Source: an optimization exercise on an open RTL-to-GDS flow (aim: small area). Production flows keep margins and buffers that such runs may drop. RTL that was checked went through simulation tests only; none was proved equivalent to the original. Only the layout flow was run in run 2; the RTL was not checked for function there. Power and IR drop assume default switching activity.

### design.v
`timescale 1ns / 1ps
`timescale 1ns / 1ps
module buttonSyncPulse(
    input  clk,
    input  rst,
    input  button,
    output pulse
);
    localparam [9:0] TERM = 10'b0011011100;
    reg [9:0] cnt;
    reg       db;
    reg [1:0] ph;
    wire differ = button ^ db;
    wire term   = (cnt == TERM);
    wire fall   = differ & term & db;
    always @(posedge clk) begin
        if (rst | ~differ | term)
            cnt <= 10'd0;
        else
            cnt <= {~cnt[8:0], cnt[9] ^ cnt[6]};
        if (rst)
            db <= 1'b1;
        else if (differ & term)
            db <= button;
        ph[0] <= ~ph[1] & (ph[0] | fall);
        ph[1] <= ph[0];
    end
    assign pulse = ph[1] & ~ph[0];
endmodule
`timescale 1ns / 1ps
module systemResetHandler(
    input  clk,
    input  reset,
    output rst
);
    localparam [9:0] SEED = 10'b0101001100;
    reg [9:0] cnt;
    reg       db;
    wire differ = reset ^ db;
    wire hi9    = (cnt[9:1] == 9'b010101010);
    wire term   = hi9 & ~cnt[0];
    always @(posedge clk) begin
        if (~differ | hi9)
            cnt <= SEED;
        else
            cnt <= {~cnt[8:0], cnt[9] ^ cnt[6]};
        if (differ & term)
            db <= reset;
    end
    assign rst = db;
endmodule
`timescale 1ns / 1ps
module SevenSegmentALU(
    input clk,
    input reset,
    input onesBtn,
    input tensBtn,
    input hundredsBtn,
    input sign,
    input enter,
    output [6:0] seg,
    output [3:0] anode
);
    wire rst;
    systemResetHandler resetHandlerInstance (.clk(clk), .reset(reset), .rst(rst));
    wire pOnes, pTens, pHund, pSign, pEnter;
    buttonSyncPulse onesBtnGen     (.clk(clk), .rst(rst), .button(onesBtn),     .pulse(pOnes));
    buttonSyncPulse tensBtnGen     (.clk(clk), .rst(rst), .button(tensBtn),     .pulse(pTens));
    buttonSyncPulse hundredsBtnGen (.clk(clk), .rst(rst), .button(hundredsBtn), .pulse(pHund));
    buttonSyncPulse signBtnGen     (.clk(clk), .rst(rst), .button(sign),        .pulse(pSign));
    buttonSyncPulse enterBtnGen    (.clk(clk), .rst(rst), .button(enter),       .pulse(pEnter));
    localparam [2:0] S_IN1  = 3'd0;
    localparam [2:0] S_W1   = 3'd1;
    localparam [2:0] S_IN2  = 3'd2;
    localparam [2:0] S_W2   = 3'd3;
    localparam [2:0] S_CALC = 3'd4;
    localparam [2:0] S_UPD  = 3'd5;
    localparam [2:0] S_DONE = 3'd6;
    reg [2:0] state;
    reg [3:0] d0, d1, d2;
    reg       neg;
    reg [3:0] a0, a1, a2;
    reg       aneg;
    wire inMode = (state == S_IN1) | (state == S_IN2);
    function [3:0] incDigit(input [3:0] d);
        incDigit = (d == 4'd9) ? 4'd0 : d + 4'd1;
    endfunction
    function [4:0] bcdAdd(input [3:0] x, input [3:0] y, input c);
        reg [4:0] s;
        begin
            s = x + y + c;
            bcdAdd = (s > 9) ? {1'b1, s[3:0] + 4'd6} : {1'b0, s[3:0]};
        end
    endfunction
    function [3:0] nines(input [3:0] x);
        nines = 4'd9 - x;
    endfunction
    wire [11:0] magA = {a2, a1, a0};
    wire [11:0] magB = {d2, d1, d0};
    wire diff = aneg ^ neg;
    wire aGt  = magA > magB;
    wire [11:0] opY = diff ? {nines(d2), nines(d1), nines(d0)} : magB;
    wire [4:0] s0 = bcdAdd(a0, opY[3:0],  diff & aGt);
    wire [4:0] s1 = bcdAdd(a1, opY[7:4],  s0[4]);
    wire [4:0] s2 = bcdAdd(a2, opY[11:8], s1[4]);
    wire [11:0] sumS = {s2[3:0], s1[3:0], s0[3:0]};
    wire [11:0] resMag = (diff & ~aGt) ? {nines(sumS[11:8]), nines(sumS[7:4]), nines(sumS[3:0])} : sumS;
    wire        resNeg = diff ? (aGt ? aneg : (resMag != 12'd0) & neg) : aneg;
    always @(posedge clk) begin
        if (rst) begin
            state <= S_IN1;
            d0 <= 4'd0; d1 <= 4'd0; d2 <= 4'd0; neg <= 1'b0;
        end else begin
            case (state)
                S_IN1, S_IN2: begin
                    if (pEnter) begin
                        state <= state + 3'd1;
                    end else begin
                        if (pOnes) d0 <= incDigit(d0);
                        if (pTens) d1 <= incDigit(d1);
                        if (pHund) d2 <= incDigit(d2);
                        if (pSign) neg <= ~neg;
                    end
                end
                S_W1: begin
                    if (~enter) begin
                        d0 <= 4'd0; d1 <= 4'd0; d2 <= 4'd0; neg <= 1'b0;
                        state <= S_IN2;
                    end
                end
                S_W2: begin
                    if (~enter) state <= S_CALC;
                end
                S_CALC: state <= S_UPD;
                S_UPD: begin
                    {d2, d1, d0} <= resMag;
                    neg <= resNeg;
                    state <= S_DONE;
                end
                default: ;
            endcase
        end
    end
    always @(posedge clk) begin
        if ((state == S_IN1) & pEnter) begin
            {a2, a1, a0} <= {d2, d1, d0};
            aneg <= neg;
        end
    end
    localparam [11:0] MUX_TERM = 12'b101001111100;
    reg [11:0] mcnt;
    reg        mp;
    reg [1:0]  sel;
    reg [3:0]  an;
    reg [3:0]  cd;
    wire mterm = (mcnt == MUX_TERM);
    always @(posedge clk) begin
        mp <= mterm;
        if (rst | mterm)
            mcnt <= 12'd0;
        else
            mcnt <= {~mcnt[10:0], mcnt[11] ^ mcnt[10]};
        if (rst) begin
            sel <= 2'd0;
            an  <= 4'b1111;
            cd  <= 4'd0;
        end else begin
            if (mterm) sel <= sel + 2'd1;
            if (mp) begin
                case (sel)
                    2'd0: begin an <= 4'b1110; cd <= d0; end
                    2'd1: begin an <= 4'b1101; cd <= d1; end
                    2'd2: begin an <= 4'b1011; cd <= d2; end
                    2'd3: begin an <= 4'b0111; cd <= {3'b111, ~neg}; end
                endcase
            end
        end
    end
    assign anode = an;
    reg [6:0] segv;
    always @(*) begin
        case (cd)
            4'd0: segv = 7'b0111111;
            4'd1: segv = 7'b0000110;
            4'd2: segv = 7'b1011011;
            4'd3: segv = 7'b1001111;
            4'd4: segv = 7'b1100110;
            4'd5: segv = 7'b1101101;
            4'd6: segv = 7'b1111101;
            4'd7: segv = 7'b0000111;
            4'd8: segv = 7'b1111111;
            4'd9: segv = 7'b1101111;
            4'd14: segv = 7'b1000000;
            default: segv = 7'b0000000;
        endcase
    end
    assign seg = segv;
endmodule
### run.sh
#!/bin/bash
# synth_recipe.tcl (not shown) runs the flow's synth.tcl, then flattens the netlist and writes it again
# the make line also repeats each setting of config.mk as NAME=value (left out here)
make -C /OpenROAD-flow-scripts/flow DESIGN_CONFIG=/design/flow/config.mk WORK_HOME=/design/flow/orfs CLKGATE_MAP_FILE= SYNTH_SCRIPT=/design/flow/synth_recipe.tcl finish
### config.mk
export PLATFORM = sky130hd
export DESIGN_NAME = SevenSegmentALU
export DESIGN_NICKNAME = SevenSegmentALU
export VERILOG_FILES = /design/flow/design.v
export SDC_FILE = /design/flow/constraint.sdc
export NUM_CORES = 4
export LEC_CHECK = 0
export CAP_MARGIN = 20
export CORE_MARGIN = 2
export CORE_UTILIZATION = 40
export SLEW_MARGIN = 20
### constraint.sdc
create_clock -name core_clock -period 10.0 [get_ports {clk}]
set_input_delay 2.0000 -clock core_clock [delete_from_list [all_inputs] [get_ports {clk}]]
set_output_delay 2.0000 -clock core_clock [all_outputs]
set_load 0.01 [all_outputs]
==> results of run 1 <==
==> path summary, 6_finish.rpt <==
kind | to | cells after the start | startpoint
max | d2[3] | 36 | d2[2]
max reg2reg | d2[3] | 36 | d2[2]
min reg2reg | enterBtnGen.ph[1] | 0 | enterBtnGen.ph[0]
min | enterBtnGen.ph[1] | 0 | enterBtnGen.ph[0]
==> state kept, by name, summed over array words and instances, names as in the netlist, 7 cells and up <==
| register | flops |
|---|---|
| hundredsBtnGen.cnt | 10 |
| mcnt | 12 |
| enterBtnGen.cnt | 10 |
| seg | 7 |
| tensBtnGen.cnt | 10 |
| onesBtnGen.cnt | 10 |
| signBtnGen.cnt | 10 |
| resetHandlerInstance.cnt | 10 |
==> worst max-delay path: cells and delay by family (launching register included) <==
kind,cells,cell delay [ns]
adder cells (fa/ha/maj),11,3.31
AO/OA/AOI/OAI,10,2.23
XOR/XNOR,5,1.49
AND/OR/NAND/NOR,6,0.78
flip-flops,1,0.45
buffers and inverters,4,0.28
==> power breakdown <==
group	total, µW	switching, µW	internal, µW
logic	158	87.7	69.9
clock network	661	248	413
registers	569	10.8	558
total	1390	346	1040
==> metal layers <==
layer | share of wire (%) | global-route usage (%) | vias up | wire length (µm)
met5 | 0 | 0 | - | 0
met4 | 2.7 | 9.045 | 0 | 339
met3 | 4.1 | 3.386 | 27 | 522
met1 | 46 | 20.60 | 2207 | 5795
met2 | 47 | 27.26 | 94 | 5979
li1 | - | - | 2320 | -
==> layout make-up <==
cell class / count / area share (%)
timing repair buffer: 18 / 2.431
clock buffer: 19 / 6.198
sequential: 135 / 38.90
tap: 211 / 3.612
clock inverter: 13 / 2.448
inverter: 45 / 2.311
multi-input combinational: 456 / 44.10
==> cell usage in the layout (no fill, tap or decap), drive strengths merged, types with 14 or more instances in the layout <==
| master | Yosys | final |
|---|---|---|
| dfxtp | 121 | 121 |
| nor2 | 108 | 108 |
| inv | 45 | 53 |
| ha | 52 | 52 |
| nand2 | 33 | 33 |
| a21oi | 32 | 32 |
| o21ai | 31 | 31 |
| xnor2 | 25 | 25 |
| clkbuf | 17 | 19 |
| clkdlybuf4s50 | 0 | 17 |
| edfxtp | 14 | 14 |
==> kinds of logic (layout without fill, tap and decap cells) <==
logic type,count (synthesis),count (layout)
AO/OA/AOI/OAI,123,123
XOR/XNOR,36,36
flip-flops,135,135
AND/OR/NAND/NOR,227,227
multiplexers,12,12
buffers and inverters,65,95
adder cells (fa/ha/maj),58,58
==> per-stage QoR <==
step                      utilization, %  setup WS [ns]  instance area [µm²]
after floorplan                        -          2.239                 6311
after global placement             43.59          1.745                 6676
after detailed placement           43.59          1.447                 6676
after CTS                          47.72          1.385                 7308
after global routing               47.72         0.7998                 7308
final                              47.72          1.354                 7308
==> notes.md, run 1 <==
Hold WC Path Type: flop to flop
Routed WL: 12.64 mm
Crit path arrival time: 8.99 ns
Largest family of logic cells by synthesized area: simple AND/OR/NAND/NOR gates
Max incr delay on CP: 0.45 ns
Synth area leaders: dfxtp_1 38%, ha_1 10%, edfxtp_1 6.7%, nor2_1 6.4%, xnor2_1 3.5%
Number of synthesized flops with an enable pin: 14
Slew Viols, Final: 0
#FFs+latches synth: 135
Hold-fix buffers, CTS: 0
Post-Syn Area: 0.006311 mm²
Setup Buffers After CTS: 0
Crit end category: flop
Layout overhead on the synthesized area: 15.80%
Mapped Cells: 656
Row cnt: 45
Mux contribution to synthesized area: 2.201%
Root buffer cell: clkbuf_16
Setup Skew: 0.009775 ns
Skew-Pair Late Insertion Delay: 0.42 ns
Synth Area per Inst: 9.621 µm²
Tcrit/Tclk final: 86.46%
Starting Density: 41.21%
Die Span Y: 129.6 µm
Setup Viol. Count Final: 0
Num CTS Buffers: 17
Die extent in x: 129.6 µm
Final ANT Viol Nets: 0
H-tree Lvls: 4
R2R setup slack: 1.35 ns
Non-Filler Instances: 897
Nature of the critical path startpoint: flop
RD Place Congestion: 0.8913
Pwr/cell area: 189.8 mW/mm²
Fin Setup TNS: 0 ns
RSZ-0062 raised after global routing: no
Seq/Total Area, Yosys: 45.04%
Most Frequent Cell on Critical Path: fa_1
Area fraction of the dominant cell type after synthesis: 38.38%
Fin crit period: 8.646 ns
DP Cell Count: 865
Vias in the first global route: 4683
Total power: 1387 µW
GR Overflow Total: 0
Crit path max-delay cell type: dfxtp_1
Post-DP HPWL: 9.282 mm
Sequential cell area: 0.002843 mm²
Worst VDD drop: 0.1250 mV
Full die area: 0.01680 mm²
# port buffers: 17
Initial antenna violation count: 0
Total number of vias: 4648
Vias per Instance: 5.182
# diodes: 0
CTS max path bufs: 2
Cell taking the most area after synthesis: dfxtp_1
Asr flop ratio synth: 0%
Required time of the critical path: 10.34 ns
CTS Sinks: 135
Worst slew margin: 40.75%
Top Ports: 18
MaxCap Viol Count: 0
Synth Net Count: 721
List of most frequent post-synthesis cells: 121 x dfxtp_1, 108 x nor2_1, 52 x ha_1
Clock transition at path regs: 0.06 ns
Total GRT Usage: 16.64%
Max FO, Critical Path: 6
Initial DRC Count: 263
Area taken by multi-input logic gates: 0.003223 mm²
Main synth FF type: dfxtp_1
Share of layout cells above drive strength 1: 8.601%
DRC violations left: 0
Final net count: 738
Synth Area in Simple Gates: 17.49%
Number of detailed-route iterations in the first pass: 5
CTS tree: done
Xor-xnor portion of the synthesized cell area: 5.115%
Synth Area in Adders: 12.21%
Fmax: 0.1157 GHz
# fillers: 1488
Core Area: 0.01531 mm²
Final hold violations: 0
# resized after CTS: 0
Netlist cell types: 68
Worst slew pin tran: 0.8888 ns
Hold WS: 0.3481 ns
Leakage: 0.002909 µW
Pin count of the biggest net entering global routing: 41
Count leader, synth: dfxtp_1
Status: no timing/DRC/antenna violations
Synth Area in Compound Gates: 14.06%
Synth warn: 3
First-pass GRT wire length: 21.94 mm
DR WL/cell: 14.09 µm
CP Class: flop to flop
==> run 2, diff against run 1 <==
--- a/design.v
+++ b/design.v
@@ -79,2 +79,7 @@
     reg [2:0] state;
+    wire inIn1  = (state == S_IN1);
+    wire inIn2  = (state == S_IN2);
+    wire inW2   = (state == S_W2);
+    wire inCalc = (state == S_CALC);
+    wire inUpd  = (state == S_UPD);
     reg [3:0] d0, d1, d2;
@@ -83,3 +88,4 @@
     reg       aneg;
-    wire inMode = (state == S_IN1) | (state == S_IN2);
+    reg       aGt;
+    reg       cy;
     function [3:0] incDigit(input [3:0] d);
@@ -87,23 +93,29 @@
     endfunction
-    function [4:0] bcdAdd(input [3:0] x, input [3:0] y, input c);
+    function [4:0] dadd(input [3:0] x, input [3:0] y, input c);
         reg [4:0] s;
+        reg       dc;
         begin
             s = x + y + c;
-            bcdAdd = (s > 9) ? {1'b1, s[3:0] + 4'd6} : {1'b0, s[3:0]};
+            dc = s[4] | (s[3] & (s[2] | s[1]));
+            dadd = {dc, s[3:0] + {1'b0, dc, dc, 1'b0}};
         end
     endfunction
-    function [3:0] nines(input [3:0] x);
-        nines = 4'd9 - x;
+    function [3:0] n9(input [3:0] x, input e);
+        n9 = e ? {~(x[3] | x[2] | x[1]), x[2] ^ x[1], x[1], ~x[0]} : x;
     endfunction
-    wire [11:0] magA = {a2, a1, a0};
-    wire [11:0] magB = {d2, d1, d0};
-    wire diff = aneg ^ neg;
-    wire aGt  = magA > magB;
-    wire [11:0] opY = diff ? {nines(d2), nines(d1), nines(d0)} : magB;
-    wire [4:0] s0 = bcdAdd(a0, opY[3:0],  diff & aGt);
-    wire [4:0] s1 = bcdAdd(a1, opY[7:4],  s0[4]);
-    wire [4:0] s2 = bcdAdd(a2, opY[11:8], s1[4]);
-    wire [11:0] sumS = {s2[3:0], s1[3:0], s0[3:0]};
-    wire [11:0] resMag = (diff & ~aGt) ? {nines(sumS[11:8]), nines(sumS[7:4]), nines(sumS[3:0])} : sumS;
-    wire        resNeg = diff ? (aGt ? aneg : (resMag != 12'd0) & neg) : aneg;
+    wire diff   = aneg ^ neg;
+    wire [11:0] cmpA = {a2, a1, a0};
+    wire [11:0] cmpB = {d2, d1, d0};
+    reg  [12:0] gtc;
+    integer gi;
+    always @(*) begin
+        gtc[0] = 1'b0;
+        for (gi = 0; gi < 12; gi = gi + 1)
+            gtc[gi + 1] = (cmpA[gi] & ~cmpB[gi]) | (cmpA[gi] & gtc[gi]) | (~cmpB[gi] & gtc[gi]);
+    end
+    wire gtNow = gtc[12];
+    wire [3:0] bDig = inW2 ? d0 : (inCalc ? d1 : d2);
+    wire [4:0] sd   = dadd(a0, n9(bDig, diff), cy);
+    wire [3:0] rDig = n9(sd[3:0], diff & ~aGt);
+    wire resNeg = (diff & ~aGt) ? (neg & ((rDig != 4'd0) | (a2 != 4'd0) | (a1 != 4'd0))) : aneg;
     always @(posedge clk) begin
@@ -135,3 +147,3 @@
                 S_UPD: begin
-                    {d2, d1, d0} <= resMag;
+                    {d2, d1, d0} <= {rDig, a2, a1};
                     neg <= resNeg;
@@ -143,7 +155,13 @@
     end
-    always @(posedge clk) begin
-        if ((state == S_IN1) & pEnter) begin
+    wire step = (inW2 & ~enter) | inCalc;
+    always @(posedge clk) begin
+        if (inIn1) begin
             {a2, a1, a0} <= {d2, d1, d0};
             aneg <= neg;
-        end
+        end else if (step) begin
+            {a2, a1, a0} <= {rDig, a2, a1};
+        end
+        if (inIn2 | inW2)
+            aGt <= gtNow;
+        cy <= (inIn2 | (inW2 & enter)) ? (diff & gtNow) : sd[4];
     end
@@ -152,3 +170,2 @@
     reg        mp;
-    reg [1:0]  sel;
     reg [3:0]  an;
@@ -156,2 +173,3 @@
     wire mterm = (mcnt == MUX_TERM);
+    wire an0 = ~an[0] | (&an);    
     always @(posedge clk) begin
@@ -163,15 +181,7 @@
         if (rst) begin
-            sel <= 2'd0;
             an  <= 4'b1111;
             cd  <= 4'd0;
-        end else begin
-            if (mterm) sel <= sel + 2'd1;
-            if (mp) begin
-                case (sel)
-                    2'd0: begin an <= 4'b1110; cd <= d0; end
-                    2'd1: begin an <= 4'b1101; cd <= d1; end
-                    2'd2: begin an <= 4'b1011; cd <= d2; end
-                    2'd3: begin an <= 4'b0111; cd <= {3'b111, ~neg}; end
-                endcase
-            end
+        end else if (mp) begin
+            an <= an0 ? 4'b1101 : {an[2:0], an[3]};
+            cd <= an0 ? d1 : ~an[1] ? d2 : ~an[2] ? {3'b111, ~neg} : d0;
         end
==> flow/run.sh (new file) <==
#!/bin/bash
# Layout flow: the standard flow, except that synthesis runs ORFS's own
# synth.tcl with three changes (no Kogge-Stone carry-lookahead map, no
# full/half-adder extraction, an area-oriented ABC script in flow/abc_area.scr).
# The standard synthesis is also run, into ref/, and the custom netlist is used
# only if its flip-flops (instance names and cell types) match the standard
# netlist's exactly; otherwise the standard synthesis is used.
# Each tool's output goes to a log file of its own in this folder.
set -uo pipefail
W=$(pwd)
RES=orfs/results/${FLOW_PLATFORM}/SevenSegmentALU/base

sed -e "s#WORK_HOME=[^ ]*orfs#WORK_HOME=$W/ref#" standard.sh > ref.sh
sed -e "s#SYNTH_SCRIPT=[^ ]*synth_recipe.tcl#SYNTH_SCRIPT=$W/my_synth.tcl#" standard.sh > custom.sh

# custom synthesis script
python3 - "$FLOW_HOME/scripts/synth.tcl" "$W/synth_custom.tcl" "$W/flow/abc_area.scr" > patch_synth.log 2>&1 <<'PY'
import sys
src = open(sys.argv[1]).read()
src = src.replace('"-extra-map $::env(FLOW_HOME)/platforms/common/lcu_kogge_stone.v"', '""')
a = src.index('# Technology mapping of adders')
b = src.index('# Technology mapping of latches')
src = src[:a] + src[b:]
old = 'log_cmd abc {*}$abc_args'
assert old in src
src = src.replace(old, 'log_cmd abc -script ' + sys.argv[3] + ' {*}$lib_args {*}$lib_dont_use_args')
assert 'lcu_kogge' not in src and 'extract_fa' not in src
open(sys.argv[2], 'w').write(src)
print("patched synth.tcl")
PY
sed -e "s#source \$::env(SCRIPTS_DIR)/synth.tcl#source $W/synth_custom.tcl#" synth_recipe.tcl > my_synth.tcl

flops() {
  # instance name and cell type (drive strength stripped) of every flip-flop
  awk '/^ *sky130_fd_sc_hd__(df|edf|sdf|dl)[a-z]*_[0-9]+ /{c=$1; sub(/_[0-9]+$/,"",c); n=$2; print n, c}' "$1" | sort
}

use_custom=0
if grep -q "patched" patch_synth.log \
   && bash ref.sh synth > synth_ref.log 2>&1 \
   && bash custom.sh synth > synth_custom.log 2>&1; then
  flops ref/results/${FLOW_PLATFORM}/SevenSegmentALU/base/1_2_yosys.v > flops_ref.txt
  flops $RES/1_2_yosys.v > flops_custom.txt
  if [[ -s flops_ref.txt ]] && cmp -s flops_ref.txt flops_custom.txt; then
    use_custom=1
  fi
fi
echo "use_custom=$use_custom" | tee flow_choice.log
if [[ $use_custom == 0 ]]; then
  rm -rf orfs
  bash standard.sh synth > synth_standard.log 2>&1
fi
bash standard.sh > layout.log 2>&1
==> flow/abc_area.scr (new file) <==
strash
&get -n
&st
&dch -f
&nf -a -R 1000
&put
strash
&get -n
&st
&dch -f
&nf -a -R 1000
&put
topo
==> standard.sh (new file) <==
#!/bin/bash
# synth_recipe.tcl (not shown) runs the flow's synth.tcl, then flattens the netlist and writes it again
# the make line also repeats each setting of config.mk as NAME=value (left out here)
make -C /OpenROAD-flow-scripts/flow DESIGN_CONFIG=/design/flow/config.mk WORK_HOME=/design/flow/orfs CLKGATE_MAP_FILE= SYNTH_SCRIPT=/design/flow/synth_recipe.tcl "${@:-finish}"
removed: run.sh
==> run 2 against run 1 <==
  * Count of clock-buffer cells in the layout grew 6
  * Sequential share of layout area up 8.4 points
  * First-iteration DRC count fell by 29%
  * Register-to-register slack better by 4.1 ns
==> notes.md, run 2 <==
Status: no timing/DRC/antenna violations (unchanged)
Hold-fix buffers, CTS: 0 (unchanged)
RD Place Congestion: 0.8719 (was 0.8913)
MaxCap Viol Count: 0 (unchanged)
Count leader, synth: nor2_1 (was dfxtp_1)
Fmax: 0.2184 GHz (was 0.1157 GHz)
Synth Net Count: 553 (was 721)
R2R setup slack: 5.42 ns (was 1.35 ns)
Slew Viols, Final: 0 (unchanged)
# resized after CTS: 0 (unchanged)
Fin Setup TNS: 0 ns (unchanged)
Crit path max-delay cell type: nor3b_1 (was dfxtp_1)
H-tree Lvls: 4 (unchanged)
Num CTS Buffers: 17 (unchanged)
Root buffer cell: clkbuf_16 (unchanged)
DR WL/cell: 13.37 µm (was 14.09 µm)
Most common cell after layout, fill and taps aside: nor2_1 (was dfxtp_1)
Seq/Total Area, Yosys: 56.32% (was 45.04%)
Skew-Pair Late Insertion Delay: 0.42 ns (about the same)
Vias in the first global route: 3742 (was 4683)
Pin count of the biggest net entering global routing: 41 (unchanged)
Layout overhead on the synthesized area: 18.97% (was 15.80%)
Post-Syn Area: 0.005065 mm² (was 0.006311 mm²)
CP top delay family: adder cells (unchanged)
Synth area leaders: dfxtp_1 47%, nor2_1 9.4%, edfxtp_1 8.9%, a21oi_1 4.3%, xnor2_1 3.8% (was dfxtp_1 38%, ha_1 10%, edfxtp_1 6.7%, nor2_1 6.4%, xnor2_1 3.5%)
Tcrit/Tclk final: 45.79% (was 86.46%)
Main synth FF type: dfxtp_1 (unchanged)
Final Util: 48.34% (was 47.72%)
First-pass GRT wire length: 17.44 mm (was 21.94 mm)
#FFs+latches synth: 135 (unchanged)
CP Class: flop to flop (unchanged)
Max incr delay on CP: 0.70 ns (was 0.45 ns)
DRC violations left: 0 (unchanged)
Core Area: 0.01247 mm² (was 0.01531 mm²)
Share of layout cells above drive strength 1: 5.193% (was 8.601%)
Biggest register: mcnt (unchanged)
Crit path arrival time: 4.91 ns (was 8.99 ns)
Area fraction of the dominant cell type after synthesis: 47.43% (was 38.38%)
Routed WL: 10.28 mm (was 12.64 mm)
Full die area: 0.01358 mm² (was 0.01680 mm²)
Setup Buffers After CTS: 0 (unchanged)
Fin crit period: 4.579 ns (was 8.646 ns)
Worst slew margin: 46.62% (was 40.75%)
Post-DP HPWL: 7.191 mm (was 9.282 mm)
Crit-path cells: nor3b_1 -> mux2i_1 -> a21oi_1 -> xnor2_1 -> maj3_1 -> maj3_1 -> maj3_1 -> xor2_1 -> nand2_1 -> nand3_1 -> xnor2_1 -> nand2_1 -> xnor2_1 -> a31oi_1 -> o221ai_1 -> a211oi_1
CTS max path bufs: 2 (unchanged)
Worst VDD drop: 0.1364 mV (was 0.1250 mV)
Number of synthesized flops with an enable pin: 15 (was 14)
Total GRT Usage: 16.67% (was 16.64%)
Final hold violations: 0 (unchanged)
Setup WS pre-CTS: 5.442 ns (was 1.447 ns)
Commonest cells after routing, fill and taps aside: 127 x nor2_1, 120 x dfxtp_1, 44 x a21oi_1, 42 x nand2_1, 26 x o21ai_0 (was 121 x dfxtp_1, 108 x nor2_1, 52 x ha_1, 45 x inv_1, 33 x nand2_1)
Die Span Y: 116.5 µm (was 129.6 µm)
Number of detailed-route iterations in the first pass: 4 (was 5)
Worst slew pin tran: 0.7990 ns (was 0.8888 ns)
Top Ports: 18 (unchanged)
GR Overflow Total: 0 (unchanged)
RSZ-0062 raised after global routing: no (unchanged)
Pwr/cell area: 203.2 mW/mm² (was 189.8 mW/mm²)
CTS tree: done (unchanged)
CTS Sinks: 135 (unchanged)
Synth Area per Inst: 9.276 µm² (was 9.621 µm²)
Final net count: 592 (was 738)
Setup Skew: 0.008357 ns (was 0.009775 ns)
Synth warn: 3 (unchanged)
Total number of vias: 3881 (was 4648)
Total power: 1225 µW (was 1387 µW)
Hold WC Path Type: flop to flop (unchanged)
Initial antenna violation count: 0 (unchanged)
# diodes: 0 (unchanged)
Max reg flops: 12 (unchanged)
# port buffers: 17 (unchanged)
Starting Density: 40.63% (was 41.21%)
Nature of the critical path startpoint: flop (unchanged)
Netlist cell types: 40 (was 68)
Cell taking the most area after synthesis: dfxtp_1 (unchanged)
Fin worst setup slack: 5.421 ns (was 1.354 ns)
Vias per Instance: 5.047 (was 5.182)
Max FO, Critical Path: 9 (was 6)
Buf+Inv Stages, Crit Path: 0 (was 4)
Leakage: 0.002326 µW (was 0.002909 µW)
Mapped Cells: 546 (was 656)
Clock transition at path regs: 0.05 ns (was 0.06 ns)
Crit end category: flop (unchanged)
Final ANT Viol Nets: 0 (unchanged)
Row cnt: 41 (was 45)
Required time of the critical path: 10.33 ns (was 10.34 ns)
Die extent in x: 116.5 µm (was 129.6 µm)
Initial DRC Count: 187 (was 263)
List of most frequent post-synthesis cells: 127 x nor2_1, 120 x dfxtp_1, 44 x a21oi_1 (was 121 x dfxtp_1, 108 x nor2_1, 52 x ha_1)
Asr flop ratio synth: 0% (unchanged)
Setup Viol. Count Final: 0 (unchanged)
## run 2: changes by cell type in the layout (fill, tap and decap cells not counted), sizes merged, moves of 11 or more
cell and change:
a21oi +12, clkinv +20, ha -52, inv -52, maj3 +11, nor2 +19
## run 2: worst register-to-register path: stages, from the launching register on
cell and delay [ns]:
dfxtp_1 0.47, nor3b_1 0.70, mux2i_1 0.26, a21oi_1 0.10, xnor2_1 0.17, maj3_1 0.41, maj3_1 0.39, maj3_1 0.37
xor2_1 0.17, nand2_1 0.09, nand3_1 0.14, xnor2_1 0.40, nand2_1 0.12, xnor2_1 0.17, a31oi_1 0.16, o221ai_1 0.14
a211oi_1 0.23
## run 2: cell families after synthesis
group | share of synthesized area [%]
AO/OA/AOI/OAI | 12.82
XOR/XNOR | 4.842
adder cells (fa/ha/maj) | 2.174
buffers and inverters | 1.186
flip-flops | 56.32
multiplexers | 1.704
AND/OR/NAND/NOR | 20.95
## run 2: path summary, 6_finish.rpt
kind / from / end / depth (start not counted)
max reg2reg: state[2] / neg / 16
max: state[2] / neg / 16
min reg2reg: signBtnGen.ph[0] / signBtnGen.ph[1] / 0
min: signBtnGen.ph[0] / signBtnGen.ph[1] / 0
## run 2: power breakdown
group	total, µW	leakage (µW)	internal [µW]	switching (µW)
combinational	74.9	0.000900	32.5	42.4
clock	567	0.000273	350	217
sequential	583	0.00115	566	16.5
total	1220	0.00233	949	276
## run 2: routing by layer
| layer | part of all wire, % | global-route usage, % |
|---|---|---|
| met5 | 0 | 0 |
| met4 | 2.2 | 6.984 |
| met3 | 3.1 | 4.878 |
| met2 | 46 | 26.63 |
| met1 | 49 | 21.16 |
## run 2: layout make-up
class / count / area (µm²)
clock buffers: 25 / 506.7
multi-input cells: 395 / 2157
repair buffers: 20 / 192.7
inverters: 16 / 60.06
fillers: 1195 / 6440
flip-flops and latches: 135 / 2853
well taps: 172 / 215.2
clock inverters: 6 / 41.29
## run 2: per-stage QoR
step,instances,instance area (µm²),hold slack [ns]
2_1_floorplan,546,5065,0.3435
3_3_place_gp,738,5478,0.3547
3_5_place_dp,738,5478,0.3593
4_1_cts,769,6026,0.3639
5_1_grt,769,6026,0.3739
6_report,769,6026,0.3606
==> run 3, diff against run 2 <==
--- a/design.v
+++ b/design.v
@@ -128,3 +128,3 @@
                     if (pEnter) begin
-                        state <= state + 3'd1;
+                        state <= inIn1 ? S_W1 : S_W2;
                     end else begin
@@ -167,13 +167,15 @@
     end
-    localparam [11:0] MUX_TERM = 12'b101001111100;
+    localparam [11:0] MUX_RST  = 12'b101010101010;
+    localparam [11:0] MUX_RUN  = 12'b101010101011;
+    localparam [11:0] MUX_TERM = 12'b010000101110;
     reg [11:0] mcnt;
-    reg        mp;
     reg [3:0]  an;
     reg [3:0]  cd;
-    wire mterm = (mcnt == MUX_TERM);
+    wire mp = (mcnt == MUX_TERM);
     wire an0 = ~an[0] | (&an);    
     always @(posedge clk) begin
-        mp <= mterm;
-        if (rst | mterm)
-            mcnt <= 12'd0;
+        if (rst)
+            mcnt <= MUX_RST;
+        else if (mp)
+            mcnt <= MUX_RUN;
         else
@@ -189,19 +191,14 @@
     assign anode = an;
-    reg [6:0] segv;
-    always @(*) begin
-        case (cd)
-            4'd0: segv = 7'b0111111;
-            4'd1: segv = 7'b0000110;
-            4'd2: segv = 7'b1011011;
-            4'd3: segv = 7'b1001111;
-            4'd4: segv = 7'b1100110;
-            4'd5: segv = 7'b1101101;
-            4'd6: segv = 7'b1111101;
-            4'd7: segv = 7'b0000111;
-            4'd8: segv = 7'b1111111;
-            4'd9: segv = 7'b1101111;
-            4'd14: segv = 7'b1000000;
-            default: segv = 7'b0000000;
-        endcase
-    end
+    wire [6:0] segv =
+        (cd == 4'd0)  ? 7'b0111111 :
+        (cd == 4'd1)  ? 7'b0000110 :
+        (cd == 4'd2)  ? 7'b1011011 :
+        (cd == 4'd3)  ? 7'b1001111 :
+        (cd == 4'd4)  ? 7'b1100110 :
+        (cd == 4'd5)  ? 7'b1101101 :
+        (cd == 4'd6)  ? 7'b1111101 :
+        (cd == 4'd7)  ? 7'b0000111 :
+        (cd == 4'd8)  ? 7'b1111111 :
+        (cd == 4'd9)  ? 7'b1101111 :
+        (cd == 4'd14) ? 7'b1000000 : 7'b0000000;
     assign seg = segv;
--- a/flow/run.sh
+++ b/flow/run.sh
@@ -7,2 +7,4 @@
 # netlist's exactly; otherwise the standard synthesis is used.
+# Placement buffers the ports with buf_1 and CTS builds the clock tree from
+# clkbuf_4 without dummy loads.
 # Each tool's output goes to a log file of its own in this folder.
@@ -52,2 +54,5 @@
 fi
-bash standard.sh > layout.log 2>&1
+# clock tree of clkbuf_4 without dummy loads; port buffers of buf_1
+EXTRA=("CTS_ARGS=-sink_clustering_enable -repair_clock_nets -dont_use_dummy_load -buf_list sky130_fd_sc_hd__clkbuf_4"
+       "BUFFER_PORTS_ARGS=-buffer_cell sky130_fd_sc_hd__buf_1")
+bash standard.sh "${EXTRA[@]}" finish > layout.log 2>&1
==> run 3 against run 2 <==
  * Routed wire length decreased by 3.2%
  * Cell count decreased by 6.6%
  * Global-route usage decreased by 0.21 points
  * Largest power group unchanged
  * Highest routed layer unchanged
==> notes.md, run 3 <==
#FFs+latches synth: 127 (was 135)
Synth Area per Inst: 9.225 µm² (was 9.276 µm²)
Layout overhead on the synthesized area: 8.077% (was 18.97%)
First-pass GRT wire length: 16.97 mm (was 17.44 mm)
Total power: 851.7 µW (was 1225 µW)
Synth Net Count: 541 (was 553)
Full die area: 0.01322 mm² (was 0.01358 mm²)
RSZ-0062 raised after global routing: no (unchanged)
Required time of the critical path: 10.43 ns (was 10.33 ns)
# resized after CTS: 0 (unchanged)
Setup Viol. Count Final: 0 (unchanged)
MaxCap Viol Count: 0 (unchanged)
Die extent in x: 115.0 µm (was 116.5 µm)
Cell taking the most area after synthesis: dfxtp_1 (unchanged)
Post-DP HPWL: 7.105 mm (was 7.191 mm)
Crit path arrival time: 4.95 ns (was 4.91 ns)
Seq/Total Area, Yosys: 54.66% (was 56.32%)
Total number of vias: 3825 (was 3881)
Hold WC Path Type: flop to flop (unchanged)
DRC violations left: 0 (unchanged)
Mapped Cells: 534 (was 546)
CTS Sinks: 127 (was 135)
Nature of the critical path startpoint: flop (unchanged)
Total GRT Usage: 16.46% (was 16.67%)
Tcrit/Tclk final: 45.17% (was 45.79%)
R2R setup slack: 5.48 ns (was 5.42 ns)
Synth warn: 3 (unchanged)
List of most frequent post-synthesis cells: 114 x nor2_1, 112 x dfxtp_1, 41 x nand2_1 (was 127 x nor2_1, 120 x dfxtp_1, 44 x a21oi_1)
Worst slew margin: 34.63% (was 46.62%)
Top Ports: 18 (unchanged)
Pwr/cell area: 160.0 mW/mm² (was 203.2 mW/mm²)
Vias in the first global route: 3664 (was 3742)
Setup WS pre-CTS: 5.543 ns (was 5.442 ns)
Number of synthesized flops with an enable pin: 15 (unchanged)
Routed WL: 9.952 mm (was 10.28 mm)
Number of detailed-route iterations in the first pass: 4 (unchanged)
Most common cell after layout, fill and taps aside: nor2_1 (unchanged)
GR Overflow Total: 0 (unchanged)
CP Class: flop to flop (unchanged)
Row cnt: 40 (was 41)
Vias per Instance: 5.327 (was 5.047)
Core Area: 0.01201 mm² (was 0.01247 mm²)
Area fraction of the dominant cell type after synthesis: 45.52% (was 47.43%)
Post-Syn Area: 0.004926 mm² (was 0.005065 mm²)
Fmax: 0.2214 GHz (was 0.2184 GHz)
Setup Buffers After CTS: 0 (unchanged)
Initial antenna violation count: 0 (unchanged)
Main synth FF type: dfxtp_1 (unchanged)
Share of layout cells above drive strength 1: 3.503% (was 5.193%)
Skew-Pair Late Insertion Delay: 0.53 ns (was 0.42 ns)
Status: no timing/DRC/antenna violations (unchanged)
Final net count: 580 (was 592)
Netlist cell types: 44 (was 40)
Placed Area: 0.005196 mm² (was 0.005478 mm²)
Worst slew pin tran: 0.9769 ns (was 0.7990 ns)
Leakage: 0.001952 µW (was 0.002326 µW)
Hold-fix buffers, CTS: 0 (unchanged)
Initial DRC Count: 234 (was 187)
Final ANT Viol Nets: 0 (unchanged)
Clock transition at path regs: 0.09 ns (was 0.05 ns)
RD Place Congestion: 0.8836 (was 0.8719)
Num CTS Buffers: 17 (unchanged)
RR Startpoint: d0[0] (was state[2])
Die Span Y: 115.0 µm (was 116.5 µm)
Commonest cells after routing, fill and taps aside: 114 x nor2_1, 112 x dfxtp_1, 41 x nand2_1, 36 x o21ai_0, 31 x a21oi_1 (was 127 x nor2_1, 120 x dfxtp_1, 44 x a21oi_1, 42 x nand2_1, 26 x o21ai_0)
Fin worst setup slack: 5.483 ns (was 5.421 ns)
Final hold violations: 0 (unchanged)
Post-route cell area: 0.005324 mm² (was 0.006026 mm²)
Synth area leaders: dfxtp_1 46%, edfxtp_1 9.1%, nor2_1 8.7%, xnor2_1 5.0%, o21ai_0 3.7% (was dfxtp_1 47%, nor2_1 9.4%, edfxtp_1 8.9%, a21oi_1 4.3%, xnor2_1 3.8%)
Starting Density: 41.01% (was 40.63%)
H-tree Lvls: 4 (unchanged)
Setup crit start: d0[0] (was state[2])
Root buffer cell: clkbuf_4 (was clkbuf_16)
Count leader, synth: nor2_1 (unchanged)
Fin crit period: 4.517 ns (was 4.579 ns)
Biggest register: mcnt (unchanged)
Max FO, Critical Path: 10 (was 9)
Pin count of the biggest net entering global routing: 36 (was 41)
Worst VDD drop: 0.07854 mV (was 0.1364 mV)
Slew Viols, Final: 0 (unchanged)
Setup Skew: 0.03733 ns (was 0.008357 ns)
Fin Setup TNS: 0 ns (unchanged)
# diodes: 0 (unchanged)
Crit end category: flop (unchanged)
DR WL/cell: 13.86 µm (was 13.37 µm)
# port buffers: 17 (unchanged)
Hold Path Origin: tensBtnGen.ph[0] (was signBtnGen.ph[0])
# fillers: 1170 (was 1195)
Max reg flops: 12 (unchanged)
CTS max path bufs: 2 (unchanged)
CTS tree: done (unchanged)
Asr flop ratio synth: 0% (unchanged)
[run 3: changes by cell type in the layout (fill, tap and decap cells not counted), sizes merged, moves of 5 or more]
cell / previous run / this run
clkdlybuf4s50: 17 / 0
o21ai: 26 / 36
buf: 3 / 20
xnor2: 22 / 28
a21oi: 44 / 31
nor2: 127 / 114
dfxtp: 120 / 112
clkinv: 21 / 16
clkbuf: 25 / 17
[run 3: worst max-delay path, stage by stage, from the launching register on]
cell and delay (ns):
dfxtp_1 0.40, nand2b_1 0.19, maj3_1 0.35, o21ai_0 0.07, o21ai_0 0.10, maj3_1 0.37, maj3_1 0.36, maj3_1 0.36
maj3_1 0.36, maj3_1 0.36, maj3_1 0.36, maj3_1 0.36, maj3_1 0.37, nand2_1 0.08, nand2_1 0.05, o21ai_0 0.10
a41o_1 0.21
[run 3: stage by stage]
step / utilization (%) / instances / hold slack (ns)
after floorplan: - / 534 / 0.3437
after global placement: 43.26 / 701 / 0.3529
after detailed placement: 43.26 / 701 / 0.3582
after CTS: 44.32 / 718 / 0.3553
after global routing: 44.32 / 718 / 0.3588
final: 44.32 / 718 / 0.3472
[run 3: final timing paths]
check	end	depth (start not counted)
max	cy	16
min	tensBtnGen.ph[1]	0
max reg2reg	cy	16
min reg2reg	tensBtnGen.ph[1]	0
[run 3: power by group]
part	internal [µW]	leakage [µW]	switching, µW
registers	534	0.00109	15.9
logic	34.4	0.000781	44.3
clock network	77.4	0.0000782	146
[run 3: cell type report]
class	instances	area, µm²	area share, %
Tap cell	147	183.9	3.455
Clock buffer	17	127.6	2.397
Sequential cell	127	2693	50.58
Inverter	16	60.06	1.128
Multi-Input combinational cell	391	2173	40.82
Timing Repair Buffer	20	86.33	1.622
[run 3: kinds of logic after synthesis]
logic type	count (synthesis)	share of synthesized area, %
compound gates	115	14.17
xor+xnor	33	5.867
fa+ha+maj	12	2.439
buf+inv	16	1.219
flops	127	54.66
mux	2	0.4318
simple gates	229	21.21
[run 3: per-layer routing]
metal  vias to the layer above  share of wire (%)  global-route usage (%)
li1                       1947                  -                       -
met1                      1769                 47                   20.54
met2                        91                 46                   25.88
met3                        18                4.9                   5.377
met5                         -                  0                       0
met4                         0                1.6                   7.711
==> run 4, diff against run 3 <==
--- a/design.v
+++ b/design.v
@@ -86,3 +86,4 @@
     reg       neg;
-    reg [3:0] a0, a1, a2;
+    reg [3:0] na0, na1, na2;
+    wire [3:0] a0 = ~na0, a1 = ~na1, a2 = ~na2;
     reg       aneg;
@@ -158,6 +159,6 @@
         if (inIn1) begin
-            {a2, a1, a0} <= {d2, d1, d0};
+            {na2, na1, na0} <= ~{d2, d1, d0};
             aneg <= neg;
         end else if (step) begin
-            {a2, a1, a0} <= {rDig, a2, a1};
+            {na2, na1, na0} <= ~{rDig, a2, a1};
         end
--- a/flow/abc_area.scr
+++ b/flow/abc_area.scr
@@ -3,2 +3,3 @@
 &st
+&deepsyn -T 60
 &dch -f
==> run 4 against run 3 <==
  * Still clean on timing, DRC and antenna
  * Register-to-register slack better by 0.09 ns
  * Global-route usage about the same
  * Sequential share of layout area increased by 3.1 points
  * Routed wire length shrank 6.7%
  * Synthesized area fell by 6.2%
  * Cell count down 7.5%
  * Sequential cell count unchanged
  * Critical path type unchanged
==> notes.md, run 4 <==
Initial DRC Count: 189 (was 234)
Post-DP HPWL: 6.666 mm (was 7.105 mm)
Clock transition at path regs: 0.12 ns (was 0.09 ns)
CTS tree: done (unchanged)
Layout overhead on the synthesized area: 8.554% (was 8.077%)
Fin Setup TNS: 0 ns (unchanged)
Synth Net Count: 492 (was 541)
Mux contribution to synthesized area: 0.6768% (was 0.4318%)
Worst slew margin: 41.81% (was 34.63%)
Die extent in x: 111.5 µm (was 115.0 µm)
Setup Buffers After CTS: 0 (unchanged)
Slew Viols, Final: 0 (unchanged)
Switching share of power: 21.16% (was 24.23%)
Synth Area in Simple Gates: 20.90% (was 21.21%)
CTS Sinks: 127 (unchanged)
Xor-xnor portion of the synthesized cell area: 6.064% (was 5.867%)
Top Ports: 18 (unchanged)
Setup Skew: 0.04326 ns (was 0.03733 ns)
Fmax: 0.2259 GHz (was 0.2214 GHz)
Fin crit period: 4.426 ns (was 4.517 ns)
Netlist cell types: 44 (unchanged)
Number of synthesized flops with an enable pin: 15 (unchanged)
Synth Area per Inst: 9.530 µm² (was 9.225 µm²)
Largest family of logic cells by synthesized area: simple AND/OR/NAND/NOR gates (unchanged)
# port buffers: 17 (unchanged)
Fin worst setup slack: 5.574 ns (was 5.483 ns)
Worst slew pin tran: 0.8676 ns (was 0.9769 ns)
GR Overflow Total: 0 (unchanged)
H-tree Lvls: 4 (unchanged)
Die Span Y: 111.5 µm (was 115.0 µm)
Hold WC Path Type: flop to flop (unchanged)
Total GRT Usage: 16.47% (was 16.46%)
Core Area: 0.01137 mm² (was 0.01201 mm²)
Total power: 769.3 µW (was 851.7 µW)
Synth Area in Adders: 0% (was 2.438%)
WL met3: 469 µm (was 484 µm)
Required time of the critical path: 10.25 ns (was 10.43 ns)
First-pass GRT wire length: 16.22 mm (was 16.97 mm)
Power Internal: 606.5 µW (was 645.4 µW)
Total number of vias: 3557 (was 3825)
CP Class: flop to flop (unchanged)
DR top layer: met4 (unchanged)
Count leader, synth: nor2_1 (unchanged)
Worst VDD drop: 0.1086 mV (was 0.07854 mV)
Area fraction of the dominant cell type after synthesis: 48.51% (was 45.52%)
Met2 WL post-DR: 4.268 mm (was 4.595 mm)
Clock power frac: 29.6% (was 26.2%)
Tcrit/Tclk final: 44.26% (was 45.17%)
Sequential share of power: 68.6% (was 64.5%)
Synth area leaders: dfxtp_1 49%, nor2_1 10%, edfxtp_1 9.7%, xnor2_1 4.7%, a21oi_1 3.4% (was dfxtp_1 46%, edfxtp_1 9.1%, nor2_1 8.7%, xnor2_1 5.0%, o21ai_0 3.7%)
Synth warn: 3 (unchanged)
P_sw: 162.7 µW (was 206.3 µW)
Row cnt: 39 (was 40)
Main synth FF type: dfxtp_1 (unchanged)
Crit end category: flop (unchanged)
Most common cell after layout, fill and taps aside: nor2_1 (unchanged)
Met1 Wirelength: 4.399 mm (was 4.712 mm)
# resized after CTS: 0 (unchanged)
Crit path arrival time: 4.68 ns (was 4.95 ns)
CTS max path bufs: 2 (unchanged)
Pin count of the biggest net entering global routing: 26 (was 36)
Commonest cells after routing, fill and taps aside: 123 x nor2_1, 112 x dfxtp_1, 33 x nand2_1, 31 x a21oi_1, 25 x xnor2_1 (was 114 x nor2_1, 112 x dfxtp_1, 41 x nand2_1, 36 x o21ai_0, 31 x a21oi_1)
MaxCap Viol Count: 0 (unchanged)
Final Util: 44.13% (was 44.32%)
Number of detailed-route iterations in the first pass: 5 (was 4)
Status: no timing/DRC/antenna violations (unchanged)
Starting Density: 40.65% (was 41.01%)
Root buffer cell: clkbuf_4 (unchanged)
Hold-fix buffers, CTS: 0 (unchanged)
Vias per Instance: 5.357 (was 5.327)
Pwr/cell area: 153.3 mW/mm² (was 160.0 mW/mm²)
Vias in the first global route: 3401 (was 3664)
# diodes: 0 (unchanged)
RSZ-0062 raised after global routing: no (unchanged)
Num CTS Buffers: 17 (unchanged)
Nature of the critical path startpoint: flop (unchanged)
Max FO, Critical Path: 8 (was 10)
Final ANT Viol Nets: 0 (unchanged)
Cell taking the most area after synthesis: dfxtp_1 (unchanged)
Initial antenna violation count: 0 (unchanged)
Setup WS pre-CTS: 5.673 ns (was 5.543 ns)
Synth Area in Compound Gates: 13.29% (was 14.17%)
DRC violations left: 0 (unchanged)
Combinational fraction of design power: 1.8% (was 9.2%)
Asr flop ratio synth: 0% (unchanged)
Biggest register: mcnt (unchanged)
Post-Syn Area: 0.004622 mm² (was 0.004926 mm²)
Full die area: 0.01243 mm² (was 0.01322 mm²)
Final hold violations: 0 (unchanged)
Skew-Pair Late Insertion Delay: 0.53 ns (about the same)
#FFs+latches synth: 127 (unchanged)
Leakage: 0.001804 µW (was 0.001952 µW)
Max reg flops: 12 (unchanged)
List of most frequent post-synthesis cells: 123 x nor2_1, 112 x dfxtp_1, 33 x nand2_1 (was 114 x nor2_1, 112 x dfxtp_1, 41 x nand2_1)
Final net count: 530 (was 580)
RD Place Congestion: 0.8519 (was 0.8836)
R2R setup slack: 5.57 ns (was 5.48 ns)
Share of layout cells above drive strength 1: 4.031% (was 3.503%)
Setup Viol. Count Final: 0 (unchanged)
Mapped Cells: 485 (was 534)
DR WL/cell: 13.99 µm (was 13.86 µm)
Seq/Total Area, Yosys: 58.26% (was 54.66%)
Routed WL: 9.290 mm (was 9.952 mm)
[run 4: stage by stage]
stage / hold WS, ns / cells / instance area, µm²
after global placement: 0.3586 / 647 / 4890
after floorplan: 0.3468 / 485 / 4622
after detailed placement: 0.3637 / 647 / 4890
final: 0.3545 / 664 / 5017
after CTS: 0.3707 / 664 / 5017
after global routing: 0.3919 / 664 / 5017
[run 4: worst max-delay path, cell delays in order, from the launching register on]
cell      delay (ns)
dfxtp_1         0.50
nor2b_1         0.26
nand2_1         0.20
o22a_1          0.25
o21ai_0         0.15
xor2_1          0.22
nor2_1          0.05
o21ai_0         0.24
a21oi_1         0.14
xnor2_1         0.30
nand2_1         0.14
a21o_1          0.20
or2_0           0.27
a21boi_0        0.17
and2_0          0.21
or3b_1          0.40
mux2_1          0.32
nor2_1          0.09
a21oi_1         0.04
[run 4: power groups by stage]
stage	Combinational, µW	Sequential, µW	Clock [µW]
global placement	13.9	540	0
detailed placement	14.3	540	0
CTS	14.4	528	239
floorplan	10.2	538	0
finish	14.1	528	227
global route	16.5	529	260
[run 4: final cells by class]
| cell class | count | area (µm²) |
|---|---|---|
| clock buffer | 17 | 127.6 |
| fill | 1121 | 6352 |
| inverter | 10 | 37.54 |
| multi-input combinational | 348 | 1902 |
| sequential | 127 | 2693 |
| tap | 143 | 178.9 |
| timing repair buffer | 19 | 78.83 |
[run 4: worst paths after layout]
kind / start / endpoint / depth (start not counted)
max: state[1] / na2[3] / 18
min: enterBtnGen.ph[0] / enterBtnGen.ph[1] / 0
max reg2reg: state[1] / na2[3] / 18
min reg2reg: enterBtnGen.ph[0] / enterBtnGen.ph[1] / 0
[run 4: logic make-up after synthesis]
logic type	after synthesis
buf+inv	10
compound gates	98
mux	3
simple gates	215
xor+xnor	32
flops	127
[run 4: routing by layer]
metal  vias to the layer above  track usage [%]
met5                         -                0
met4                         0            7.737
met3                        12            5.716
met2                        68            25.24
met1                      1684            20.96
li1                       1793                -
==> run 5, diff against run 4 <==
==> flow/run.sh (replaced) <==
#!/bin/bash
# Layout flow: the standard flow, except for synthesis and two settings.
#
# Synthesis runs ORFS's own synth.tcl with three changes: no Kogge-Stone
# carry-lookahead map, no full/half-adder extraction, and an area-oriented ABC
# script. It is run with several ABC scripts (flow/abc_*.scr, and &deepsyn
# with seeds 1-5) and the netlist with the smallest cell area is kept. The
# standard synthesis is also run, into ref/; a custom netlist is used only if
# its flip-flops (instance names and cell types) match the standard netlist's
# exactly, otherwise the standard synthesis is used.
# Placement buffers the ports with buf_1, and CTS builds the clock tree from
# clkbuf_4 without dummy loads.
# Each tool's output goes to a log file of its own in this folder.
set -uo pipefail
W=$(pwd)
RESREL=results/${FLOW_PLATFORM}/SevenSegmentALU/base

sed -e "s#WORK_HOME=[^ ]*orfs#WORK_HOME=$W/ref#" standard.sh > ref.sh

python3 - "$FLOW_HOME/scripts/synth.tcl" "$W/synth_custom.tcl" > patch_synth.log 2>&1 <<'PY'
import sys
src = open(sys.argv[1]).read()
src = src.replace('"-extra-map $::env(FLOW_HOME)/platforms/common/lcu_kogge_stone.v"', '""')
a = src.index('# Technology mapping of adders')
b = src.index('# Technology mapping of latches')
src = src[:a] + src[b:]
old = 'log_cmd abc {*}$abc_args'
assert old in src
src = src.replace(old, 'log_cmd abc -script $::env(CUSTOM_ABC_SCRIPT) {*}$lib_args {*}$lib_dont_use_args')
assert 'lcu_kogge' not in src and 'extract_fa' not in src
open(sys.argv[2], 'w').write(src)
print("patched synth.tcl")
PY
sed -e "s#source \$::env(SCRIPTS_DIR)/synth.tcl#source $W/synth_custom.tcl#" synth_recipe.tcl > my_synth.tcl

# candidate ABC scripts
mkdir -p abc
cp flow/abc_*.scr abc/
for s in 1 2 3 4 5; do
  sed -e "s/&deepsyn -T 60/\&deepsyn -T 60 -S $s/" flow/abc_deepsyn.scr > abc/abc_deepsyn_s$s.scr
done

flops() {
  # instance name and cell type (drive strength stripped) of every flip-flop
  awk '/^ *sky130_fd_sc_hd__(df|edf|sdf|dl)[a-z]*_[0-9]+ /{c=$1; sub(/_[0-9]+$/,"",c); n=$2; print n, c}' "$1" | sort
}
area() {
  awk '/Chip area for module/{print $NF}' "$1/reports/${FLOW_PLATFORM}/SevenSegmentALU/base/synth_stat.txt" 2>/dev/null
}

bash ref.sh synth > synth_ref.log 2>&1
flops ref/$RESREL/1_2_yosys.v > flops_ref.txt

best=""; best_area=""
if grep -q "patched" patch_synth.log && [[ -s flops_ref.txt ]]; then
  names=()
  for f in abc/*.scr; do names+=("$(basename "$f" .scr)"); done
  run_one() {
    local n=$1
    sed -e "s#WORK_HOME=[^ ]*orfs#WORK_HOME=$W/cand_$n#" \
        -e "s#SYNTH_SCRIPT=[^ ]*synth_recipe.tcl#SYNTH_SCRIPT=$W/my_synth.tcl#" standard.sh > cand_$n.sh
    CUSTOM_ABC_SCRIPT=$W/abc/$n.scr bash cand_$n.sh synth > synth_$n.log 2>&1
  }
  i=0
  for n in "${names[@]}"; do
    run_one "$n" &
    i=$((i+1))
    if (( i % 4 == 0 )); then wait; fi
  done
  wait
  for n in "${names[@]}"; do
    a=$(area cand_$n)
    [[ -n "$a" ]] || continue
    flops cand_$n/$RESREL/1_2_yosys.v > flops_$n.txt
    if cmp -s flops_ref.txt flops_$n.txt; then
      echo "$n $a" >> candidates.log
      if [[ -z "$best" ]] || awk -v a="$a" -v b="$best_area" 'BEGIN{exit !(a<b)}'; then
        best=$n; best_area=$a
      fi
    else
      echo "$n $a flip-flops differ from the standard synthesis" >> candidates.log
    fi
  done
fi

rm -rf orfs
if [[ -n "$best" ]]; then
  echo "synthesis: custom $best, area $best_area" | tee flow_choice.log
  mv cand_$best orfs
else
  echo "synthesis: standard" | tee flow_choice.log
  bash standard.sh synth > synth_standard.log 2>&1
fi
for n in cand_*; do [[ -d "$n" ]] && rm -rf "$n"; done

EXTRA=("CTS_ARGS=-sink_clustering_enable -repair_clock_nets -dont_use_dummy_load -buf_list sky130_fd_sc_hd__clkbuf_4"
       "BUFFER_PORTS_ARGS=-buffer_cell sky130_fd_sc_hd__buf_1")
bash standard.sh "${EXTRA[@]}" finish > layout.log 2>&1
==> flow/abc_deepsyn.scr (new file) <==
strash
&get -n
&st
&deepsyn -T 60
&dch -f
&nf -a -R 1000
&put
strash
&get -n
&st
&dch -f
&nf -a -R 1000
&put
topo
==> flow/abc_nf.scr (new file) <==
strash
&get -n
&st
&dch -f
&nf -a -R 1000
&put
strash
&get -n
&st
&dch -f
&nf -a -R 1000
&put
topo
removed: flow/abc_area.scr
==> run 5 against run 4 <==
  * Largest power group unchanged
  * Non-clock buffer count grew 1
  * Highest routed layer unchanged
  * Die area is 1.1% higher
  * Largest cell class unchanged
  * Still clean on timing, DRC and antenna
  * Critical endpoint is now seg[1]
  * Sequential share of layout area decreased by 0.61 points
  * Synthesized cell count rose by 2.1%
  * Combinational power up 9%
  * Count of clock-buffer cells in the layout is the same
==> notes.md, run 5 <==
CTS Sinks: 127 (unchanged)
CTS tree: done (unchanged)
Hold Path Origin: enterBtnGen.ph[0] (unchanged)
Final ANT Viol Nets: 0 (unchanged)
MaxCap Viol Count: 0 (unchanged)
Layout overhead on the synthesized area: 8.565% (was 8.554%)
Fmax: 0.2542 GHz (was 0.2259 GHz)
Slew Viols, Final: 0 (unchanged)
Vias per Instance: 5.392 (was 5.357)
Max reg flops: 12 (unchanged)
Required time of the critical path: 8.00 ns (was 10.25 ns)
Setup Buffers After CTS: 0 (unchanged)
Initial DRC Count: 225 (was 189)
Synth warn: 3 (unchanged)
Total number of vias: 3645 (was 3557)
Hold WC Path Type: flop to flop (unchanged)
Die extent in x: 112.1 µm (was 111.5 µm)
Cell taking the most area after synthesis: dfxtp_1 (unchanged)
Num CTS Buffers: 17 (unchanged)
GR Overflow Total: 0 (unchanged)
Worst VDD drop: 0.09394 mV (was 0.1086 mV)
Worst slew margin: 56.61% (was 41.81%)
R2R Path End: na2[3] (unchanged)
Seq/Total Area, Yosys: 57.60% (was 58.26%)
Netlist cell types: 42 (was 44)
R2R setup slack: 6.23 ns (was 5.57 ns)
Skew-Pair Late Insertion Delay: 0.50 ns (was 0.53 ns)
Total GRT Usage: 15.99% (was 16.47%)
H-tree Lvls: 4 (unchanged)
Vias in the first global route: 3469 (was 3401)
Final net count: 541 (was 530)
Hold-fix buffers, CTS: 0 (unchanged)
Synth Area per Inst: 9.443 µm² (was 9.530 µm²)
Synth Net Count: 502 (was 492)
Mapped Cells: 495 (was 485)
Initial antenna violation count: 1 (was 0)
# port buffers: 17 (unchanged)
Post-Syn Area: 0.004674 mm² (was 0.004622 mm²)
Area fraction of the dominant cell type after synthesis: 47.97% (was 48.51%)
List of most frequent post-synthesis cells: 114 x nor2_1, 112 x dfxtp_1, 40 x nand2_1 (was 123 x nor2_1, 112 x dfxtp_1, 33 x nand2_1)
Worst hold path depth: 0 (unchanged)
Crit end category: output port (was flop)
Setup Skew: 0.02559 ns (was 0.04326 ns)
Status: no timing/DRC/antenna violations (unchanged)
Final Util: 44.44% (was 44.13%)
Clock transition at path regs: 0.10 ns (was 0.12 ns)
Row cnt: 39 (unchanged)
Main synth FF type: dfxtp_1 (unchanged)
# resized after CTS: 0 (unchanged)
Max FO, Critical Path: 8 (unchanged)
Leakage: 0.001834 µW (was 0.001804 µW)
Worst-case reg-to-reg path depth: 16 (was 18)
Routed WL: 9.588 mm (was 9.290 mm)
Tcrit/Tclk final: 39.34% (was 44.26%)
RD Place Congestion: 0.8434 (was 0.8519)
Full die area: 0.01257 mm² (was 0.01243 mm²)
Hold WS: 0.3539 ns (was 0.3545 ns)
Setup Viol. Count Final: 0 (unchanged)
Pwr/cell area: 151.2 mW/mm² (was 153.3 mW/mm²)
RSZ-0062 raised after global routing: no (unchanged)
Number of detailed-route iterations in the first pass: 4 (was 5)
RR Startpoint: state[1] (unchanged)
Asr flop ratio synth: 0% (unchanged)
Post-DP HPWL: 6.898 mm (was 6.666 mm)
# fillers: 1140 (was 1121)
Commonest cells after routing, fill and taps aside: 114 x nor2_1, 112 x dfxtp_1, 40 x nand2_1, 34 x a21oi_1, 22 x xnor2_1 (was 123 x nor2_1, 112 x dfxtp_1, 33 x nand2_1, 31 x a21oi_1, 25 x xnor2_1)
Root buffer cell: clkbuf_4 (unchanged)
First-pass GRT wire length: 16.01 mm (was 16.22 mm)
Count leader, synth: nor2_1 (unchanged)
CTS max path bufs: 2 (unchanged)
Setup crit start: cd[1] (was state[1])
Non-Filler Instances: 676 (was 664)
#FFs+latches synth: 127 (unchanged)
Pin count of the biggest net entering global routing: 26 (unchanged)
Worst slew pin tran: 0.6508 ns (was 0.8676 ns)
CP Class: flop to output port (was flop to flop)
Final hold violations: 0 (unchanged)
DRC violations left: 0 (unchanged)
Biggest register: mcnt (unchanged)
Fin crit period: 3.934 ns (was 4.426 ns)
Core Area: 0.01142 mm² (was 0.01137 mm²)
Most common cell after layout, fill and taps aside: nor2_1 (unchanged)
DP Cell Count: 658 (was 647)
Die Span Y: 112.1 µm (was 111.5 µm)
Starting Density: 40.94% (was 40.65%)
Share of layout cells above drive strength 1: 3.947% (was 4.031%)
Number of synthesized flops with an enable pin: 15 (unchanged)
Worst setup path endpoint: seg[1] (was na2[3])
Fin Setup TNS: 0 ns (unchanged)
DR WL/cell: 14.18 µm (was 13.99 µm)
Crit path arrival time: 1.93 ns (was 4.68 ns)
Nature of the critical path startpoint: flop (unchanged)
Synth area leaders: dfxtp_1 48%, edfxtp_1 9.6%, nor2_1 9.2%, xnor2_1 4.1%, a21oi_1 3.6% (was dfxtp_1 49%, nor2_1 10%, edfxtp_1 9.7%, xnor2_1 4.7%, a21oi_1 3.4%)
Top Ports: 18 (unchanged)
run 5: worst min-delay path by stage:
stage                              to  slack [ns]
floorplan           enterBtnGen.ph[1]        0.34
global route         onesBtnGen.ph[1]        0.37
finish              enterBtnGen.ph[1]        0.35
CTS                 enterBtnGen.ph[1]        0.36
global placement    enterBtnGen.ph[1]        0.35
detailed placement  enterBtnGen.ph[1]        0.36
run 5: kinds of logic (layout without fill, tap and decap cells):
logic type      after synthesis  in the layout  synth area share (%)
fa+ha+maj                     1              1                0.2141
simple gates                220            220                 21.44
xor+xnor                     30             30                 5.621
other cells                   0              1                     0
buf+inv                      10             47                0.8031
flops                       127            127                 57.60
compound gates              107            107                 14.32
run 5: stage by stage:
step           total power [µW]  setup WS [ns]  cell area (µm²)
6_report                  767.5          6.066             5075
3_5_place_dp              555.6          6.251             4945
5_1_grt                   803.6          5.854             5075
2_1_floorplan             549.8          6.582             4674
4_1_cts                   778.9          6.014             5072
3_3_place_gp              555.0          6.397             4945
run 5: cell type report:
type / count / area [µm²] / share of cell area (%)
Tap cell: 143 / 178.9 / 3.526
Clock buffer: 17 / 127.6 / 2.515
Multi-Input combinational cell: 358 / 1949 / 38.41
Inverter: 10 / 37.54 / 0.7396
Timing Repair Buffer: 20 / 86.33 / 1.701
Antenna cell: 1 / 2.502 / 0.04931
Sequential cell: 127 / 2693 / 53.06
run 5: worst max-delay path, stage by stage (launching register included):
cell     delay, ns
dfxtp_1       0.39
o21a_1        0.26
a21oi_1       0.16
o21ai_0       0.17
a31oi_1       0.22
a21oi_1       0.09
buf_1         0.14
run 5: report_power, final:
part / total [µW] / internal [µW] / switching [µW]
clock: 224 / 77.6 / 146
combinational: 15.3 / 6.58 / 8.68
sequential: 528 / 523 / 5.23
run 5: routing by layer:
layer | track usage [%] | vias up | part of all wire [%]
met3 | 5.076 | 20 | 6.2
met5 | 0 | - | 0
met4 | 7.967 | 0 | 2.6
met2 | 25.14 | 105 | 46
met1 | 19.91 | 1674 | 45
li1 | - | 1846 | -

==> re-timing with driven ports <==
Ports are ideal in the flow. The routed layouts listed here were re-timed in OpenROAD. Step 1 assumes that a clkbuf_16 drives the clock port and a buf_2 every other input. Step 2, shift: input delay + t, output delay - t, t = (earliest + latest rising clock arrival at the registers) / 2. This alone moves slack from input paths to output paths. Slacks: no drivers / after step 1 / after step 2; pairs: no drivers / after step 1.
| run | t, ns | slack for setup (ns) | slew at the worst register clock pin (ns) | worst data-port slew with drivers (ns) | cell pins on the clock port's net |
|---|---|---|---|---|---|
| run 1 | 0.460 | 1.354 / 1.354 / 1.354 | 0.06 / 0.06 | 0.03 | 1 |
| run 2 | 0.450 | 5.421 / 5.421 / 5.421 | 0.06 / 0.06 | 0.03 | 1 |
| run 3 | 0.541 | 5.483 / 5.483 / 5.483 | 0.11 / 0.11 | 0.04 | 1 |
| run 4 | 0.540 | 5.574 / 5.574 / 5.574 | 0.12 / 0.12 | 0.04 | 1 |
| run 5 | 0.523 | 6.066 / 6.032 / 6.226 | 0.10 / 0.10 | 0.04 | 1 |
After both steps every run listed still meets setup and hold.
